Context: an optimization exercise on an open-source flow, tuned for small area, a short achievable clock period and few clock cycles. The choices shown serve that exercise and are no tape-out recipe.
Where RTL was checked, it was by simulation tests only, not by an equivalence proof against the original.
Power and IR drop assume default switching activity.

## fewcore
module fewcore (clk, reset, imem_addr, imem_rdata, dmem_addr, dmem_wdata, dmem_we, dmem_rdata);
Settings: LEC_CHECK=0, ABC_AREA=1, CAP_MARGIN=20, CORE_MARGIN=2, CORE_UTILIZATION=40, PLACE_DENSITY=0.6, SLEW_MARGIN=20; clock period 12.5 ns.
standard.sh (not shown) runs the stock make flow with config.mk's settings and CLKGATE_MAP_FILE= SYNTH_SCRIPT=/design/flow/synth_recipe.tcl, a recipe that flattens the netlist after the stock synthesis.
==> flow/flow/run.sh <==
#!/bin/bash
# Own flow: the standard layout (standard.sh, unchanged synthesis) with
#  - the ports buffered by a plain buffer cell instead of the delay cell the
#    resizer picks by default,
#  - timing repair asked to leave setup margin,
#  - a clock tree of fewer, smaller buffers without dummy loads.
# make's full output goes to standard_make.log; ORFS's per-step logs stay
# under orfs/logs.
set -uo pipefail
MARGIN=6
CTS="-sink_clustering_enable -repair_clock_nets -dont_use_dummy_load -sink_clustering_size 16 -sink_clustering_max_diameter 120 -buf_list sky130_fd_sc_hd__clkbuf_16"
bash standard.sh "SETUP_SLACK_MARGIN=$MARGIN" \
  "BUFFER_PORTS_ARGS=-buffer_cell sky130_fd_sc_hd__buf_2" \
  "CTS_ARGS=$CTS" \
  finish > standard_make.log 2>&1
Rerun with:
--- a/flow/flow/run.sh
+++ b/flow/flow/run.sh
@@ -9,3 +9,3 @@
 set -uo pipefail
-MARGIN=6
+MARGIN=6.5
 CTS="-sink_clustering_enable -repair_clock_nets -dont_use_dummy_load -sink_clustering_size 16 -sink_clustering_max_diameter 120 -buf_list sky130_fd_sc_hd__clkbuf_16"
Clock power hardly moves.
Final cell count rose slightly.
Setup slack gains 0.49 ns.
Utilization came out higher by 1.2 points.
Design area climbs by a few percent.
Power rises slightly.
Clock skew rose by 0.0046 ns.
Area after synthesis stays the same.
Worst hold slack is about the same.
Non-clock buffer count grows by 32.
Wire length rises slightly.
Rerun with:
--- a/flow/flow/run.sh
+++ b/flow/flow/run.sh
@@ -9,3 +9,3 @@
 set -uo pipefail
-MARGIN=6.5
+MARGIN=5.5
 CTS="-sink_clustering_enable -repair_clock_nets -dont_use_dummy_load -sink_clustering_size 16 -sink_clustering_max_diameter 120 -buf_list sky130_fd_sc_hd__clkbuf_16"
Result:
- fmax fell by roughly a tenth
- sequential power barely changes
- clock-buffer cell count stays the same
- final area shrinks by a few percent
Rerun with:
--- a/flow/flow/run.sh
+++ b/flow/flow/run.sh
@@ -9,3 +9,3 @@
 set -uo pipefail
-MARGIN=5.5
+MARGIN=7
 CTS="-sink_clustering_enable -repair_clock_nets -dont_use_dummy_load -sink_clustering_size 16 -sink_clustering_max_diameter 120 -buf_list sky130_fd_sc_hd__clkbuf_16"
After rerunning: The new run passed the timing, design-rule and antenna checks. Final area increases by 11%. Setup slack improved by 1.3 ns. Global-route usage increases by 1.8 points. Die area stays the same. Fmax increases by 23%. Clock power barely changes. Clock skew barely changes. Wire length increases by 5.5%. Non-clock buffer count increases by 176. Via count increases by 3.8%. Synthesized area is unchanged.
No run of this note included a check of the RTL's function; only the layout flow was run.

---

== nickel ==
Another version of the RTL of fewcore (not shown whole).
For scale: about 4600 cells after synthesis, ~690 flip-flops, ~38000 sq um of cells after synthesis.
## fewcore
module fewcore (clk, reset, imem_addr, imem_rdata, dmem_addr, dmem_wdata, dmem_we, dmem_rdata);
==> flow/config.mk <==
export PLATFORM = sky130hd
export DESIGN_NAME = fewcore
export DESIGN_NICKNAME = fewcore
export VERILOG_FILES = /design/flow/design.v
export SDC_FILE = /design/flow/constraint.sdc
export NUM_CORES = 4
export LEC_CHECK = 0
export ABC_AREA = 1
export CAP_MARGIN = 20
export CORE_MARGIN = 2
export CORE_UTILIZATION = 40
export PLACE_DENSITY = 0.6
export SLEW_MARGIN = 20
export TNS_END_PERCENT = 0
==> flow/constraint.sdc <==
create_clock -name core_clock -period 12.5 [get_ports {clk}]
set_input_delay 2.5000 -clock core_clock [delete_from_list [all_inputs] [get_ports {clk}]]
set_output_delay 2.5000 -clock core_clock [all_outputs]
set_load 0.01 [all_outputs]
==> flow/flow/run.sh <==
#!/bin/bash
# Own flow: the standard layout (standard.sh, unchanged synthesis) with
#  - the ports buffered by a plain buffer cell instead of the delay cell the
#    resizer picks by default,
#  - timing repair asked to leave setup margin,
#  - a clock tree of fewer, smaller buffers without dummy loads.
# make's full output goes to standard_make.log; ORFS's per-step logs stay
# under orfs/logs.
set -uo pipefail
MARGIN=8
CTS="-sink_clustering_enable -repair_clock_nets -dont_use_dummy_load -sink_clustering_size 19 -sink_clustering_max_diameter 130 -buf_list sky130_fd_sc_hd__clkbuf_16"
bash standard.sh "SETUP_SLACK_MARGIN=$MARGIN" \
  "BUFFER_PORTS_ARGS=-buffer_cell sky130_fd_sc_hd__buf_2" \
  "CTS_ARGS=$CTS" \
  finish > standard_make.log 2>&1
--- input diff nickel..tundra ---
-- flow/flow/run.sh --
<<< nickel, line 8
# under orfs/logs.
set -uo pipefail
MARGIN=8
CTS="-sink_clustering_enable -repair_clock_nets -dont_use_dummy_load -sink_clustering_size 19 -sink_clustering_max_diameter 130 -buf_list sky130_fd_sc_hd__clkbuf_16"
bash standard.sh "SETUP_SLACK_MARGIN=$MARGIN" \
>>> tundra, line 8
# under orfs/logs.
set -uo pipefail
MARGIN=7.5
CTS="-sink_clustering_enable -repair_clock_nets -dont_use_dummy_load -sink_clustering_size 19 -sink_clustering_max_diameter 130 -buf_list sky130_fd_sc_hd__clkbuf_16"
bash standard.sh "SETUP_SLACK_MARGIN=$MARGIN" \
==> comparison <==
- nickel -> tundra: area fraction of clock buffers and clock inverters delta 0, exact match
- Hold slack came out exactly the same in nickel and tundra.
- nickel -> tundra: cell area delta 0, exact match
- Comparing tundra against nickel, there is no change at all in DRC violations left.
- Re overall power: no difference whatsoever between nickel and tundra.
Function was not checked in any run of this note: the RTL went through the layout flow alone.

---

Setup of try-delta:
fewcore, a different RTL version from the one above (not shown whole).
For scale: about 4400 cells after synthesis, roughly 690 flip-flops, roughly 160 I/O pins, ~0.038 mm^2 of cells after synthesis.
clock: 12.5 ns
lec_check: 0
abc_area: 1
cap_margin: 5
core_margin: 2
core_utilization: 40
place_density: 0.6
slew_margin: 5
tns_end_percent: 0
==> flow/flow/run.sh <==
#!/bin/bash
# Own flow: the standard layout (standard.sh, unchanged synthesis) with
#  - the ports buffered by a plain buffer cell instead of the delay cell the
#    resizer picks by default,
#  - timing repair asked to leave setup margin,
#  - a clock tree of fewer, smaller buffers without dummy loads.
# make's full output goes to standard_make.log; ORFS's per-step logs stay
# under orfs/logs.
set -uo pipefail
MARGIN=7.5
CTS="-sink_clustering_enable -repair_clock_nets -dont_use_dummy_load -sink_clustering_size 20 -sink_clustering_max_diameter 130 -buf_list sky130_fd_sc_hd__clkbuf_16"
bash standard.sh "SETUP_SLACK_MARGIN=$MARGIN" \
  "BUFFER_PORTS_ARGS=-buffer_cell sky130_fd_sc_hd__buf_1" \
  "CTS_ARGS=$CTS" \
  finish > standard_make.log 2>&1
Testbench counts of try-delta, summed over its fixed seeds: cycles 63,270.
Relative to try-delta, the following input files were edited for try-fjord:
diff --git a/flow/config.mk b/flow/config.mk
--- a/flow/config.mk
+++ b/flow/config.mk
@@ -11,0 +12 @@
+export GPL_ROUTABILITY_DRIVEN = 0
try-fjord completed end to end; final checks failed (max-capacitance violations, max-slew violations).
try-fjord vs try-delta: HPWL after detailed placement down by a few percent
try-fjord -> try-delta: count of inverters not on the clock network in the layout delta 0, exact match
Post-route minimum period came out higher on try-fjord than on try-delta.
Sum of routed wire length over all layers improves in try-fjord relative to try-delta.
Portion of total power attributed to combinational logic sits higher in try-fjord than in try-delta.
try-delta leaves more setup margin than try-fjord.
Inputs modified between try-fjord and try-sierra:
diff --git a/flow/config.mk b/flow/config.mk
--- a/flow/config.mk
+++ b/flow/config.mk
@@ -9 +9 @@
-export CAP_MARGIN = 5
+export CAP_MARGIN = 10
@@ -12,3 +12,2 @@
-export GPL_ROUTABILITY_DRIVEN = 0
-export PLACE_DENSITY = 0.6
-export SLEW_MARGIN = 5
+export PLACE_DENSITY = 0.75
+export SLEW_MARGIN = 10
Notes after the runs:
Across both runs, number of signal-net buffers in the layout was higher for try-sierra than for try-fjord. Total power, try-sierra vs try-fjord: down slightly. In try-sierra, the final non-filler cell area came out about 0.43% below the value in try-fjord. Between try-fjord and try-sierra, the difference in filler-free cell count of the finished design is negligible. try-sierra: full flow OK, the timing, design-rule and antenna checks passed. try-sierra gives more maximum ir drop on the vdd rail than try-fjord did. try-sierra vs try-fjord, critical-path cell with the highest stage delay: sky130_fd_sc_hd__buf_4 vs sky130_fd_sc_hd__ha_2. try-sierra vs. try-fjord: end-of-flow core utilization down 0.20 points; switching power share of the total down 0.33 points; area added between synthesis and finish down 0.49 points.
[inputs] try-ember vs try-sierra
diff --git a/flow/flow/run.sh b/flow/flow/run.sh
--- a/flow/flow/run.sh
+++ b/flow/flow/run.sh
@@ -10 +10 @@
-MARGIN=7.5
+MARGIN=6.5
diff --git a/flow/config.mk b/flow/config.mk
--- a/flow/config.mk
+++ b/flow/config.mk
@@ -12 +12 @@
-export PLACE_DENSITY = 0.75
+export PLACE_DENSITY = 0.6
[summary]
- No run among try-ember and try-sierra stopped early or left any final violation; all are clean.
- Compared with try-sierra, in try-ember wire length on met3 saw a decrease, maximum single-stage delay on the critical path saw little to no change, worst setup slack saw a decrease, global-route wire length before repair saw an increase.

---

Setup of build 48:
fewcore, a different RTL version from the one above (not shown whole).
Size: ~4400 cells after synthesis, ~160 I/O pins, roughly 0.037 mm^2 of cells after synthesis.
clock: 12.5 ns
lec_check: 0
abc_area: 1
cap_margin: 10
core_margin: 2
core_utilization: 40
place_density: 0.6
slew_margin: 10
tns_end_percent: 30
==> flow/flow/run.sh <==
#!/bin/bash
# Own flow: the standard layout (standard.sh, unchanged synthesis) with
#  - the ports buffered by a plain buffer cell instead of the delay cell the
#    resizer picks by default,
#  - timing repair asked to leave setup margin,
#  - a clock tree of fewer, smaller buffers without dummy loads.
# make's full output goes to standard_make.log; ORFS's per-step logs stay
# under orfs/logs.
set -uo pipefail
MARGIN=7.5
CTS="-sink_clustering_enable -repair_clock_nets -dont_use_dummy_load -sink_clustering_size 20 -sink_clustering_max_diameter 130 -buf_list sky130_fd_sc_hd__clkbuf_16"
bash standard.sh "SETUP_SLACK_MARGIN=$MARGIN" \
  "BUFFER_PORTS_ARGS=-buffer_cell sky130_fd_sc_hd__buf_1" \
  "CTS_ARGS=$CTS" \
  finish > standard_make.log 2>&1
Build 48 did not stop at any stage, and its layout met the timing, design-rule and antenna checks.
Testbench counts of build 48, summed over its fixed seeds: cycles 63,270.
Changes in build 55 relative to build 48:
- changing TNS_END_PERCENT from 30 to 0
==> notes.md <==
Diff build 48 -> build 55: post-route cell area dropped about 6%; clock skew did not really move; largest vdd supply drop decreased 0.62 uV; hold slack increased by 0.0095 ns relative to the old numbers; global-route wire length before repair shows a reduction of 5400 um.
Changes in build 14 relative to build 55:
- swapping 0 for 10 in TNS_END_PERCENT
### Flow results
- Diff build 14..build 55 | synthesized area | negligible
- Build 14 vs build 55: utilization up
- Build 14 — data arrival time of the worst path 3.04 ns lower, build 55 as reference
- Global routing usage on met2: build 14 and build 55 compared, higher one is build 14
- When build 14 is measured against build 55, its total power turns out 1.1% higher.
- Diff build 55 -> build 14: register fraction of the total cell area went down 1.3 points, routed wire length went up about 1.3%, final cell count went up 61, global-route wire length before repair went up 3100 um, clock skew held.

---

JK:
fewcore, a different RTL version from the one above (not shown whole).
Size: about 690 flip-flops, roughly 160 I/O pins, ~38000 um^2 of cells after synthesis.
// fewcore
module fewcore (clk, reset, imem_addr, imem_rdata, dmem_addr, dmem_wdata, dmem_we, dmem_rdata);
clock: 12.5 ns
lec_check: 0
abc_area: 1
cap_margin: 20
core_margin: 2
core_utilization: 40
place_density: 0.6
slew_margin: 20
==> flow/flow/run.sh <==
#!/bin/bash
# Own flow: the standard layout (standard.sh, unchanged synthesis) with
#  - the ports buffered by a plain buffer cell instead of the delay cell the
#    resizer picks by default,
#  - timing repair asked to leave setup margin,
#  - a clock tree of fewer, smaller buffers without dummy loads.
# make's full output goes to standard_make.log; ORFS's per-step logs stay
# under orfs/logs.
set -uo pipefail
MARGIN=6.5
CTS="-sink_clustering_enable -repair_clock_nets -dont_use_dummy_load -sink_clustering_size 22 -sink_clustering_max_diameter 140 -buf_list sky130_fd_sc_hd__clkbuf_16"
bash standard.sh "SETUP_SLACK_MARGIN=$MARGIN" \
  "BUFFER_PORTS_ARGS=-buffer_cell sky130_fd_sc_hd__buf_2" \
  "CTS_ARGS=$CTS" \
  finish > standard_make.log 2>&1
JK finished every stage and its layout cleared the timing, design-rule and antenna checks.
Testbench counts of JK, summed over its fixed seeds: cycles 63,270.
### JK -> MS
-- flow/flow/run.sh --
<<< JK, line 11
CTS="-sink_clustering_enable -repair_clock_nets -dont_use_dummy_load -sink_clustering_size 22 -sink_clustering_max_diameter 140 -buf_list sky130_fd_sc_hd__clkbuf_16"
>>> MS, line 11
CTS="-sink_clustering_enable -repair_clock_nets -dont_use_dummy_load -sink_clustering_size 16 -sink_clustering_max_diameter 120 -buf_list sky130_fd_sc_hd__clkbuf_16"
Notes after the runs:
- Taking JK as the reference, in MS layout clock buffer count picked up an extra 32%; post-route fraction of the period consumed by the critical path dropped 0.31 points; number of ordinary and repair buffers in the finished layout now larger; total number of vias held steady; fraction of area in multi-input gates moved down.
- Looking only at count of instances resized after the clock tree is built, and setting everything else aside, the higher value of MS and JK goes to JK.
[inputs] AL vs MS
- an added TNS_END_PERCENT of 0
-- flow/flow/run.sh --
<<< MS, line 10
MARGIN=6.5
CTS="-sink_clustering_enable -repair_clock_nets -dont_use_dummy_load -sink_clustering_size 16 -sink_clustering_max_diameter 120 -buf_list sky130_fd_sc_hd__clkbuf_16"
>>> AL, line 10
MARGIN=7.5
CTS="-sink_clustering_enable -repair_clock_nets -dont_use_dummy_load -sink_clustering_size 22 -sink_clustering_max_diameter 140 -buf_list sky130_fd_sc_hd__clkbuf_16"
[summary]
- Summary of AL over MS: non-clock buffer count saw an increase; HPWL after detailed placement shows a reduction of about 1%; internal power of the cells has decreased; worst setup margin rose by 340 ps.
- Of MS and AL, the run reporting the higher total via count after detailed routing was AL.
- AL vs MS: overall fraction of global-route tracks in use up
- In the flow results for MS and AL, the number of buffers created by CTS is larger on MS.
- Compared with MS, in AL power shrank by about 3.4%, final wirelength climbed 3.0%.
- MS reports its launch point of the critical path as imem_rdata[15] while AL reports dmem_rdata[28].
- Compared with MS, AL shows final cell count higher by 1.3%.
#### Input delta (TR over AL)
-- flow/flow/run.sh --
<<< AL, line 10
MARGIN=7.5
>>> TR, line 10
MARGIN=7
--- outcome ---
- TR finished every step from synthesis to the final layout, and the layout passed the timing, design-rule and antenna checks.
- When TR is measured against AL, its sequential share of layout area turns out 0.85 points lower.
- AL was smaller in final cell area than TR.
- TR reports a lower met3 routing resource usage after global routing than AL does.
- Overall power consumption: AL and TR compared, higher one is TR
- Against AL, post-layout instance count excluding filler cells in TR rose slightly.
- Diff AL -> TR | met2 track utilization from global routing | increase of 0.88 points

---

old:
fewcore, a different RTL version from the one above (not shown whole).
For scale: roughly 690 flip-flops, roughly 160 I/O pins, roughly 0.041 mm2 of cells after synthesis.
Settings: LEC_CHECK=0, ABC_AREA=1, CAP_MARGIN=20, CORE_MARGIN=2, CORE_UTILIZATION=40, PLACE_DENSITY=0.6, SLEW_MARGIN=20; clock period 12.5 ns.
==> flow/flow/run.sh <==
#!/bin/bash
# Own flow: the standard layout (standard.sh, unchanged synthesis), with
# the ports buffered by a plain buffer cell instead of the delay cell the
# resizer picks by default, and timing repair asked to leave setup margin.
set -uo pipefail
MARGIN=${FLOW_SETUP_MARGIN:-7}
bash standard.sh "SETUP_SLACK_MARGIN=$MARGIN" \
  "BUFFER_PORTS_ARGS=-buffer_cell sky130_fd_sc_hd__buf_2" \
  finish > standard_make.log 2>&1
status=$?
cp -f orfs/logs/sky130hd/fewcore/base/*.log . 2>/dev/null || true
exit $status
Testbench counts of old, summed over its fixed seeds: cycles 63,270.
Input-level comparison between new and old:
# old
export LEC_CHECK = 0
export ABC_AREA = 1
export CAP_MARGIN = 20
export CORE_MARGIN = 2
export CORE_UTILIZATION = 40
export PLACE_DENSITY = 0.6
export SLEW_MARGIN = 20
create_clock -name core_clock -period 12.5 [get_ports {clk}]
# new
export LEC_CHECK = 0
export ABC_AREA = 1
export CAP_MARGIN = 20
export CORE_MARGIN = 2
export CORE_UTILIZATION = 55
export PLACE_DENSITY = 0.7
export SLEW_MARGIN = 20
create_clock -name core_clock -period 12.5 [get_ports {clk}]
Est. power | new vs old | new higher
Headroom to the max-slew limit: new lower than old
Comparing the two runs side by side, new comes out behind old on maximum frequency.
Diff old and new: power spent charging and discharging nets higher in new
Taking old as the reference, in new total CTS buffers lost 2.6%, share of final layout cell area taken by clock buffers and inverters neither gained nor lost much.
Between old and new, the cell count went down.
new vs. old: total met3 wirelength after detailed routing saw an increase; number of filler instances in the final layout went down by 3679; area added between synthesis and finish saw a decrease.

==> port drivers added, routing unchanged <==
The flow's constraints put no driver on any port. The routed layouts listed below were extracted and timed again, unchanged, in two steps. Step 1 sets driving cells, clkbuf_16 on the clock port and buf_2 on the other inputs (assumed; they add their load-dependent delay and slew). Step 2 also shifts input and output timing later by t, the mid clock arrival at the registers, as if the neighbouring blocks saw the same clock. a / b / c = no drivers / after step 1 / after step 2; a / b = the first two.
run | t, ns | slack for setup (ns) | worst setup path after step 2 | slew at the worst register clock pin (ns)
the first run of note 1 | 0.703 | 5.939 / 5.987 / 5.284 | input to register | 0.08 / 0.08
the second run of note 1 | 0.702 | 6.426 / 6.474 / 5.772 | input to register | 0.08 / 0.08
the third run of note 1 | 0.701 | 5.517 / 5.568 / 4.868 | input to register | 0.08 / 0.08
the fourth run of note 1 | 0.705 | 6.826 / 6.756 / 6.172 | input to register | 0.08 / 0.08
nickel | 0.682 | 6.644 / 6.686 / 6.004 | input to register | 0.11 / 0.11
tundra | 0.682 | 6.644 / 6.686 / 6.004 | input to register | 0.11 / 0.11
try-delta | 0.692 | 6.884 / 6.824 / 6.237 | input to register | 0.09 / 0.09
try-fjord | 0.686 | 6.718 / 6.650 / 6.259 | input to register | 0.10 / 0.10
try-sierra | 0.677 | 6.916 / 6.851 / 6.280 | input to register | 0.10 / 0.10
try-ember | 0.669 | 6.465 / 6.399 / 5.896 | input to register | 0.10 / 0.10
build 48 | 0.687 | 6.855 / 6.783 / 6.620 | input to register | 0.11 / 0.11
build 55 | 0.683 | 6.774 / 6.728 / 6.045 | input to register | 0.11 / 0.11
build 14 | 0.692 | 6.817 / 6.768 / 6.436 | input to register | 0.11 / 0.11
JK | 0.683 | 6.466 / 6.516 / 5.833 | input to register | 0.11 / 0.11
MS | 0.706 | 6.504 / 6.487 / 5.848 | input to register | 0.09 / 0.09
AL | 0.675 | 6.844 / 6.799 / 6.225 | input to register | 0.11 / 0.11
TR | 0.681 | 6.867 / 6.792 / 6.239 | input to register | 0.11 / 0.11
old | 0.740 | 6.944 / 6.940 / 6.250 | input to register | 0.07 / 0.07
new | 0.704 | 6.834 / 6.854 / 6.150 | input to register | 0.07 / 0.07
For build 55, which loses most, drivers alone change the setup slack by -0.046 ns; drivers and shift together by -0.729 ns.
